What follows belongs to an exercise in optimizing a design on an open flow for small area; a production flow would make more cautious choices. Function was checked by simulation only, so behaviour that the tests miss may differ from the original. Power figures rest on the tool's default switching activity, not on a simulated workload.

==> wip/zinc <==
// risc_v_cpu_optimized
module risc_v_cpu_optimized #(
    parameter DATA_WIDTH = 32,
    parameter ADDR_WIDTH = 32,
    parameter REG_FILE_ADDR_WIDTH = 5
) (
    input  wire                      clk,
    input  wire                      rst_n,
    output wire [ADDR_WIDTH-1:0]     imem_addr,
    output wire                      imem_req,
    input  wire [DATA_WIDTH-1:0]     imem_data,
    input  wire                      imem_ready,
    output wire [ADDR_WIDTH-1:0]     dmem_addr,
    output wire [DATA_WIDTH-1:0]     dmem_wdata,
    output wire [3:0]                dmem_wstrb,
    output wire                      dmem_req,
    output wire                      dmem_we,
    input  wire [DATA_WIDTH-1:0]     dmem_rdata,
    input  wire                      dmem_ready,
    output wire [31:0]               cycle_count,
    output wire [31:0]               instr_count,
    output wire [31:0]               stall_count,
    output wire [31:0]               branch_count,
    output wire [31:0]               branch_taken_count
);
==> flow/config.mk <==
export PLATFORM = sky130hd
export DESIGN_NAME = risc_v_cpu_optimized
export DESIGN_NICKNAME = risc_v_cpu_optimized
export VERILOG_FILES = /design/flow/design.v
export SDC_FILE = /design/flow/constraint.sdc
export NUM_CORES = 8
export LEC_CHECK = 0
export CAP_MARGIN = 20
export CORE_MARGIN = 2
export CORE_UTILIZATION = 60
export SETUP_SLACK_MARGIN = 0.2
export SLEW_MARGIN = 20
export SYNTH_HIERARCHICAL = 1
==> flow/constraint.sdc <==
create_clock -name core_clock -period 13.0 [get_ports {clk}]
set_input_delay 2.6000 -clock core_clock [delete_from_list [all_inputs] [get_ports {clk}]]
set_output_delay 2.6000 -clock core_clock [all_outputs]
set_load 0.01 [all_outputs]
standard.sh (not shown) runs the stock make flow with config.mk's settings and CLKGATE_MAP_FILE= SYNTH_SCRIPT=/design/flow/synth_recipe.tcl, a recipe that flattens the netlist after the stock synthesis.
==> flow/flow/run.sh <==
#!/bin/bash
# Standard layout (the standard.sh: the standard synthesis and ORFS flow)
# with these changes:
#  - input/output ports are buffered with buf_1 instead of the resizer's
#    default pick;
#  - the clock tree uses clkbuf_4 buffers with explicit sink clusters and
#    no dummy loads.
set -euo pipefail
export BUFFER_PORTS_ARGS="-buffer_cell sky130_fd_sc_hd__buf_1"
export CTS_ARGS="-sink_clustering_enable -repair_clock_nets -dont_use_dummy_load -buf_list sky130_fd_sc_hd__clkbuf_4 -sink_clustering_size 10 -sink_clustering_max_diameter 45"
bash standard.sh > standard.log 2>&1
==> inputs of wip/yarrow, as changes to wip/zinc <==
--- a/flow/design.v
+++ b/flow/design.v
@@ -2,41 +2,22 @@
     input  wire [31:7] i,
     input  wire        m,
     input  wire [2:0]  k,
     output wire [31:0] imm
 );
-    wire fS  = m & k[0];                                
-    wire fB  = !m & (k == 3'd5);                        
-    wire fU  = !m & (k == 3'd2 || k == 3'd4);           
-    wire fJ  = !m & (k == 3'd6);                        
-    wire fI  = !(fS | fB | fU | fJ);                    
-    wire fIS = fI | fS;
-    wire fIJ = fI | fJ;
-    wire fSB = fS | fB;
-    wire fUJ = fU | fJ;
-    wire s   = i[31];
-    wire s_nU  = s & !fU;                               
-    wire s_nUJ = s & !fUJ;                              
-    wire nU    = !fU;
-    genvar b;
-    c_a22o u0 (.a1(fI), .a2(i[20]), .b1(fS), .b2(i[7]), .y(imm[0]));
-    generate for (b = 1; b < 5; b = b + 1) begin : lo
-        c_a22o u (.a1(fIJ), .a2(i[b+20]), .b1(fSB), .b2(i[b+7]), .y(imm[b]));
-    end endgenerate
-    generate for (b = 5; b < 11; b = b + 1) begin : md
-        c_and2 u (.a(nU), .b(i[b+20]), .y(imm[b]));
-    end endgenerate
-    wire n11;
-    c_a222oi u11 (.a1(fIS), .a2(s), .b1(fB), .b2(i[7]), .c1(fJ), .c2(i[20]), .y(n11));
-    c_inv    u11i (.a(n11), .y(imm[11]));
-    generate for (b = 12; b < 20; b = b + 1) begin : hi
-        c_a21o u (.a1(fUJ), .a2(i[b]), .b1(s_nUJ), .y(imm[b]));
-    end endgenerate
-    generate for (b = 20; b < 31; b = b + 1) begin : up
-        c_a21o u (.a1(fU), .a2(i[b]), .b1(s_nU), .y(imm[b]));
-    end endgenerate
-    assign imm[31] = s;
+    wire fs = m & k[0];                      
+    wire fb = !m & (k == 3'd5);              
+    wire fu = !m & (k == 3'd2 || k == 3'd4); 
+    wire fj = !m & (k == 3'd6);              
+    wire s = i[31];
+    assign imm[0]     = (fs | fb | fu | fj) ? (fs & i[7]) : i[20];
+    assign imm[4:1]   = fu ? 4'b0 : (fs | fb) ? i[11:8] : i[24:21];
+    assign imm[10:5]  = fu ? 6'b0 : i[30:25];
+    assign imm[11]    = fu ? 1'b0 : fb ? i[7] : fj ? i[20] : s;
+    assign imm[19:12] = (fu | fj) ? i[19:12] : {8{s}};
+    assign imm[30:20] = fu ? i[30:20] : {11{s}};
+    assign imm[31]    = s;
 endmodule
 module control_unit (
     input  wire [31:0] instr,
     output wire        m,
     output reg  [2:0]  k,
@@ -91,25 +72,22 @@
         c_nand4 o1 (.a(n[4]), .b(n[5]), .c(n[6]), .d(n[7]), .y(h1));
         c_nand3 o2 (.a(n[8]), .b(n[9]), .c(n[10]), .y(h2));
         c_or3   o3 (.a(h0), .b(h1), .c(h2), .y(data[b]));
     end endgenerate
 endmodule
-module c_inv   (input wire a, output wire y); assign y = ~a; endmodule
 module c_xor2  (input wire a, b, output wire y); assign y = a ^ b;  endmodule
 module c_xnor2 (input wire a, b, output wire y); assign y = ~(a ^ b); endmodule
 module c_and2  (input wire a, b, output wire y); assign y = a & b;  endmodule
 module c_or2   (input wire a, b, output wire y); assign y = a | b;  endmodule
 module c_nand2 (input wire a, b, output wire y); assign y = ~(a & b); endmodule
 module c_a21o  (input wire a1, a2, b1, output wire y); assign y = (a1 & a2) | b1; endmodule
-module c_a22o  (input wire a1, a2, b1, b2, output wire y); assign y = (a1 & a2) | (b1 & b2); endmodule
 module c_a21oi (input wire a1, a2, b1, output wire y); assign y = ~((a1 & a2) | b1); endmodule
 module c_a22oi (input wire a1, a2, b1, b2, output wire y); assign y = ~((a1 & a2) | (b1 & b2)); endmodule
 module c_a222oi (input wire a1, a2, b1, b2, c1, c2, output wire y);
     assign y = ~((a1 & a2) | (b1 & b2) | (c1 & c2));
 endmodule
 module c_and4  (input wire a, b, c, d, output wire y); assign y = a & b & c & d; endmodule
-module c_and3  (input wire a, b, c, output wire y); assign y = a & b & c; endmodule
 module c_nand3 (input wire a, b, c, output wire y); assign y = ~(a & b & c); endmodule
 module c_nand4 (input wire a, b, c, d, output wire y); assign y = ~(a & b & c & d); endmodule
 module c_or3   (input wire a, b, c, output wire y); assign y = a | b | c; endmodule
 module c_mux2i (input wire a0, a1, s, output wire y); assign y = ~(s ? a1 : a0); endmodule
 module c_ha (input wire a, b, output wire s, co); assign s = a ^ b; assign co = a & b; endmodule
@@ -161,48 +139,10 @@
             c_a21o ubg (.a1(p[4*k+3]), .a2(t2),       .b1(g[4*k+3]), .y(bg));
             c_a21o ubc (.a1(bp),       .a2(bc[k]),    .b1(bg),       .y(bc[k+1]));
         end
     end endgenerate
 endmodule
-module add_ripple_nc #(parameter N = 32) (
-    input  wire [N-1:0] x,
-    input  wire [N-1:0] y,
-    output wire [N-1:0] s
-);
-    wire [N:0] c;
-    genvar i;
-    generate for (i = 0; i < N; i = i + 1) begin : b
-        wire p, g;
-        c_xor2 up (.a(x[i]), .b(y[i]), .y(p));
-        if (i == 0) begin : f
-            assign s[i] = p;
-            c_and2 ug (.a(x[i]), .b(y[i]), .y(c[i+1]));
-        end else begin : r
-            if (i < N - 1) begin : cc
-                c_and2 ug (.a(x[i]), .b(y[i]), .y(g));
-                c_a21o uc (.a1(p), .a2(c[i]), .b1(g), .y(c[i+1]));
-            end
-            c_xor2 us (.a(p), .b(c[i]), .y(s[i]));
-        end
-    end endgenerate
-endmodule
-module inc1_ripple #(parameter N = 32) (
-    input  wire [N-1:0] q,
-    output wire [N-1:0] s
-);
-    wire [N:0] c;
-    genvar i;
-    c_inv u0 (.a(q[0]), .y(s[0]));
-    assign c[1] = q[0];
-    generate for (i = 1; i < N; i = i + 1) begin : b
-        if (i == N - 1) begin : top
-            c_xor2 ux (.a(q[i]), .b(c[i]), .y(s[i]));
-        end else begin : h
-            c_ha u (.a(q[i]), .b(c[i]), .s(s[i]), .co(c[i+1]));
-        end
-    end endgenerate
-endmodule
 module inc_ripple #(parameter N = 32) (
     input  wire [N-1:0] q,
     input  wire         inc,
     output wire [N-1:0] s
 );
@@ -326,41 +266,27 @@
     wire stall_id = id_m & !dmem_ready;
     wire fetch    = imem_ready & !stall_id;
     wire [31:0] imm;
     immediate_gen_optimized immgen (.i(id_i), .m(id_m), .k(id_k), .imm(imm));
     wire [31:0]      rs1_data, rs2_data, rd_data;
-    wire             wr = id_v & !stall_id & !c_store & !c_branch;    
+    wire             wr = id_v & !stall_id & !c_store & !c_branch & (rd != 5'd0);
     reg  [31:1]      vld;
     wire [31:1]      rf_we, sel1, sel2;
     wire [32*32-1:0] rf_q;
     wire             rd1_en = !c_lui_sys;      
     assign rf_q[31:0] = 32'b0;
-    wire [3:0] a1l, a2l, wl;
-    wire [7:0] a1h, a2h, wh;
-    generate for (gi = 0; gi < 4; gi = gi + 1) begin : pdl
-        assign a1l[gi] = rd1_en && (rs1[1:0] == gi);
-        assign a2l[gi] = (rs2[1:0] == gi);
-        assign wl[gi]  = wr && (rd[1:0] == gi);
-    end endgenerate
-    generate for (gi = 0; gi < 8; gi = gi + 1) begin : pdh
-        assign a1h[gi] = (rs1[4:2] == gi);
-        assign a2h[gi] = (rs2[4:2] == gi);
-        assign wh[gi]  = (rd[4:2] == gi);
-    end endgenerate
     generate for (gi = 1; gi < 32; gi = gi + 1) begin : R
         reg [31:0] q;
-        wire vld_n;
-        c_and2 uw (.a(wl[gi % 4]), .b(wh[gi / 4]), .y(rf_we[gi]));
-        c_or2  uv (.a(vld[gi]), .b(rf_we[gi]), .y(vld_n));
+        assign rf_we[gi] = wr && (rd == gi);
         always @(posedge clk)
             if (rf_we[gi]) q <= rd_data;
         always @(posedge clk or negedge rst_n)
             if (!rst_n) vld[gi] <= 1'b0;
-            else vld[gi] <= vld_n;
+            else if (rf_we[gi]) vld[gi] <= 1'b1;
         assign rf_q[32*gi +: 32] = q;
-        c_and3 u1 (.a(vld[gi]), .b(a1l[gi % 4]), .c(a1h[gi / 4]), .y(sel1[gi]));
-        c_and3 u2 (.a(vld[gi]), .b(a2l[gi % 4]), .c(a2h[gi / 4]), .y(sel2[gi]));
+        assign sel1[gi] = vld[gi] && rd1_en && (rs1 == gi);
+        assign sel2[gi] = vld[gi] && (rs2 == gi);
     end endgenerate
     rf_read_port rp1 (.sel(sel1), .q(rf_q), .data(rs1_data));
     rf_read_port rp2 (.sel(sel2), .q(rf_q), .data(rs2_data));
     wire use_imm = id_m | c_opimm | c_lui_sys;
     wire sub = c_branch | (c_alu & (f3[2:1] == 2'b01)) |
@@ -391,12 +317,14 @@
             c_xnor2 ux (.a(lnk[gi]), .b(imm[gi]), .y(tx[gi]));
             c_or2   uy (.a(lnk[gi]), .b(imm[gi]), .y(ty[gi+1]));
         end
     end endgenerate
     wire [31:0] target;
+    wire [31:1] tp_unused, tg_unused;
     assign target[0] = tx[0];
-    add_ripple_nc #(31) tadd (.x(tx[31:1]), .y(ty[31:1]), .s(target[31:1]));
+    add_ripple #(31) tadd (.x(tx[31:1]), .y(ty[31:1]), .cin(1'b0),
+                           .s(target[31:1]), .p(tp_unused), .g(tg_unused));
     assign dmem_addr  = sum;
     assign dmem_wdata = rs2_data;
     assign dmem_req   = id_m & id_v;
     assign dmem_we    = id_k[0];
     wire [1:0] ba = sum[1:0];
@@ -431,16 +359,17 @@
     wire e_ao   = c_alu & f3[2] & f3[1];                   
     wire e_slt  = c_alu & (f3[2:1] == 2'b01);
     wire slt_v  = f3[0] ? ltu : lt;
     generate for (gi = 0; gi < 32; gi = gi + 1) begin : wb
         wire n0, n1, n2;
+        wire lx;
         c_a222oi u0 (.a1(e_sum), .a2(sum[gi]), .b1(e_shr), .b2(shr[gi]),
                      .c1(e_shl), .c2(shr[31-gi]), .y(n0));
         c_a222oi u1 (.a1(c_jump), .a2(lnk[gi]), .b1(c_auipc), .b2(target[gi]),
                      .c1(e_xo), .c2(p[gi]), .y(n1));
         if (gi < 8) begin : b0
-            wire n3;
+            wire n3, n4;
             c_a222oi u2 (.a1(e_ao), .a2(g[gi]), .b1(e_l0), .b2(dmem_rdata[gi]),
                          .c1(e_l1), .c2(dmem_rdata[gi+8]), .y(n2));
             if (gi == 0) begin : s
                 c_a222oi u3 (.a1(e_l2), .a2(dmem_rdata[gi+16]), .b1(e_l3), .b2(dmem_rdata[gi+24]),
                              .c1(e_slt), .c2(slt_v), .y(n3));
@@ -458,23 +387,17 @@
             c_a222oi u2 (.a1(e_ao), .a2(g[gi]), .b1(e_w), .b2(dmem_rdata[gi]),
                          .c1(e_fhi), .c2(sbit), .y(n2));
             c_nand3 uo (.a(n0), .b(n1), .c(n2), .y(rd_data[gi]));
         end
     end endgenerate
-    wire        lnk_go = !flush & !stall_id;
-    wire [31:0] lnk_n;
-    generate for (gi = 0; gi < 32; gi = gi + 1) begin : ln
-        wire y;
-        c_a222oi um (.a1(flush), .a2(target[gi]), .b1(stall_id), .b2(lnk[gi]),
-                     .c1(lnk_go), .c2(pc[gi]), .y(y));
-        c_inv    ui (.a(y), .y(lnk_n[gi]));
-    end endgenerate
     always @(posedge clk or negedge rst_n) begin
         if (!rst_n) begin
             lnk <= 32'h00001000;
-        end else begin
-            lnk <= lnk_n;
+        end else if (flush) begin
+            lnk <= target;
+        end else if (!stall_id) begin
+            lnk <= pc;
         end
     end
     always @(posedge clk or negedge rst_n) begin
         if (!rst_n) begin
             if_v <= 1'b0;
@@ -497,11 +420,11 @@
         end
     end
     assign imem_addr = pc;
     assign imem_req  = fetch & rst_n;
     wire [31:0] cyc_n, ins_n, stl_n, brc_n, brt_n;
-    inc1_ripple #(32) ic0 (.q(cyc_q), .s(cyc_n));
+    inc_ripple #(32) ic0 (.q(cyc_q), .inc(1'b1),                      .s(cyc_n));
     inc_ripple #(32) ic1 (.q(ins_q), .inc(id_v & !stall_id),          .s(ins_n));
     inc_ripple #(32) ic2 (.q(stl_q), .inc(!imem_ready | stall_id),    .s(stl_n));
     inc_ripple #(32) ic3 (.q(brc_q), .inc(id_v & c_branch),           .s(brc_n));
     inc_ripple #(32) ic4 (.q(brt_q), .inc(brt_p),                     .s(brt_n));
     always @(posedge clk or negedge rst_n) begin
==> flow/flow/run.sh (replaced) <==
#!/bin/bash
# Standard layout (the standard.sh: the standard synthesis and ORFS flow)
# with these changes:
#  - input/output ports are buffered with buf_1 instead of the resizer's
#    default pick;
#  - the clock tree uses clkbuf_4 buffers with explicit sink clusters and
#    no dummy loads;
#  - after global routing, gates on paths with positive slack are
#    downsized (ORFS RECOVER_POWER).
set -euo pipefail
export BUFFER_PORTS_ARGS="-buffer_cell sky130_fd_sc_hd__buf_1"
export CTS_ARGS="-sink_clustering_enable -repair_clock_nets -dont_use_dummy_load -buf_list sky130_fd_sc_hd__clkbuf_4 -sink_clustering_size 10 -sink_clustering_max_diameter 35"
export RECOVER_POWER=100
bash standard.sh > standard.log 2>&1
==> summary of the runs <==
Between wip/zinc and wip/yarrow, the lower non-clock buffer count is in wip/zinc (gap 9). Between wip/zinc and wip/yarrow, the lower sequential share of layout area is in wip/yarrow (gap 0.43 points). Die area: wip/yarrow is larger than wip/zinc (0.96%). wip/yarrow finished with capacitance limit, slew limit left. wip/zinc finished clean. Against wip/zinc, the first-iteration DRC count of wip/yarrow is smaller by about 13%. Of wip/yarrow and wip/zinc, wip/zinc has the higher critical path depth (gap 8). In wip/yarrow the total power is larger than in wip/zinc, by 1.5%. Between wip/zinc and wip/yarrow, the lower global-route usage is in wip/yarrow (gap 1.4 points). Against wip/zinc, the sequential power of wip/yarrow is larger by about 1%. Routed wire length: wip/zinc is higher than wip/yarrow (2.1%). Hold slack: wip/zinc is lower than wip/yarrow (2.5 ps).
==> figures <==
	wip/zinc	wip/yarrow
Total detailed-routing wirelength	220000 um	216000 um
Number of maximum-capacitance constraint violations	0	65
Starting utilization of the core area	60.7%	60.4%
Worst Hold Launch	if_i[19]	if_k[2]
Met3 wire length	36400 um	34200 um
Clock network power	1800 uW	1880 uW
Max Fclk	91.2 MHz	86.2 MHz
Filler cell count	6822	6851
Final-layout clock buffer total	157	179
Core ar.	93600 um2	94900 um2
Via count of the routed design	44.5k	44.5k
Run status	complete, no violations	finished with violations
Reasons for failing layout checks	-	capacitance limit, slew limit
Instance count on the critical path	26	18
Switching Share	33.3%	32.9%
Combinational fraction of design power	25.0%	24.6%
Mapped Area	56800 um2	57300 um2
Net load switching power	3000 uW	3010 uW
Min setup slack post-route	2030 ps	1410 ps
Met3 track utilization from global routing	14.3%	13.8%
Estimated wirelength of the detail-placed design	143000 um	137000 um
End of the worst hold path	id_i[19]	id_k[2]

==> afterwards: timing with drivers on the ports <==
In the flow no input, the clock included, has a driving cell. The finished layouts below were timed again as built, in two steps.
Step 1 (the two cells are an assumption about what drives the block):
set clk [get_ports {clk}]
set_driving_cell -lib_cell sky130_fd_sc_hd__clkbuf_16 $clk
set_driving_cell -lib_cell sky130_fd_sc_hd__buf_2 [delete_from_list [all_inputs] $clk]
Step 2 times the ports against the registers' clock, not the clock port: input delays grow and output delays shrink by t, the midpoint of the rising clock arrivals with the driver on.
a / b / c = ideal ports / drivers / drivers and shift; a / b = the first two.
| run | t (ns) | setup slack, ns | slew at the worst register clock pin (ns) |
|---|---|---|---|
| wip/zinc | 1.164 | 2.030 / 1.965 / 3.125 | 0.12 / 0.12 |
| wip/yarrow | 1.194 | 1.406 / 1.331 / 1.784 | 0.11 / 0.11 |
Setup slack includes reset recovery checks.
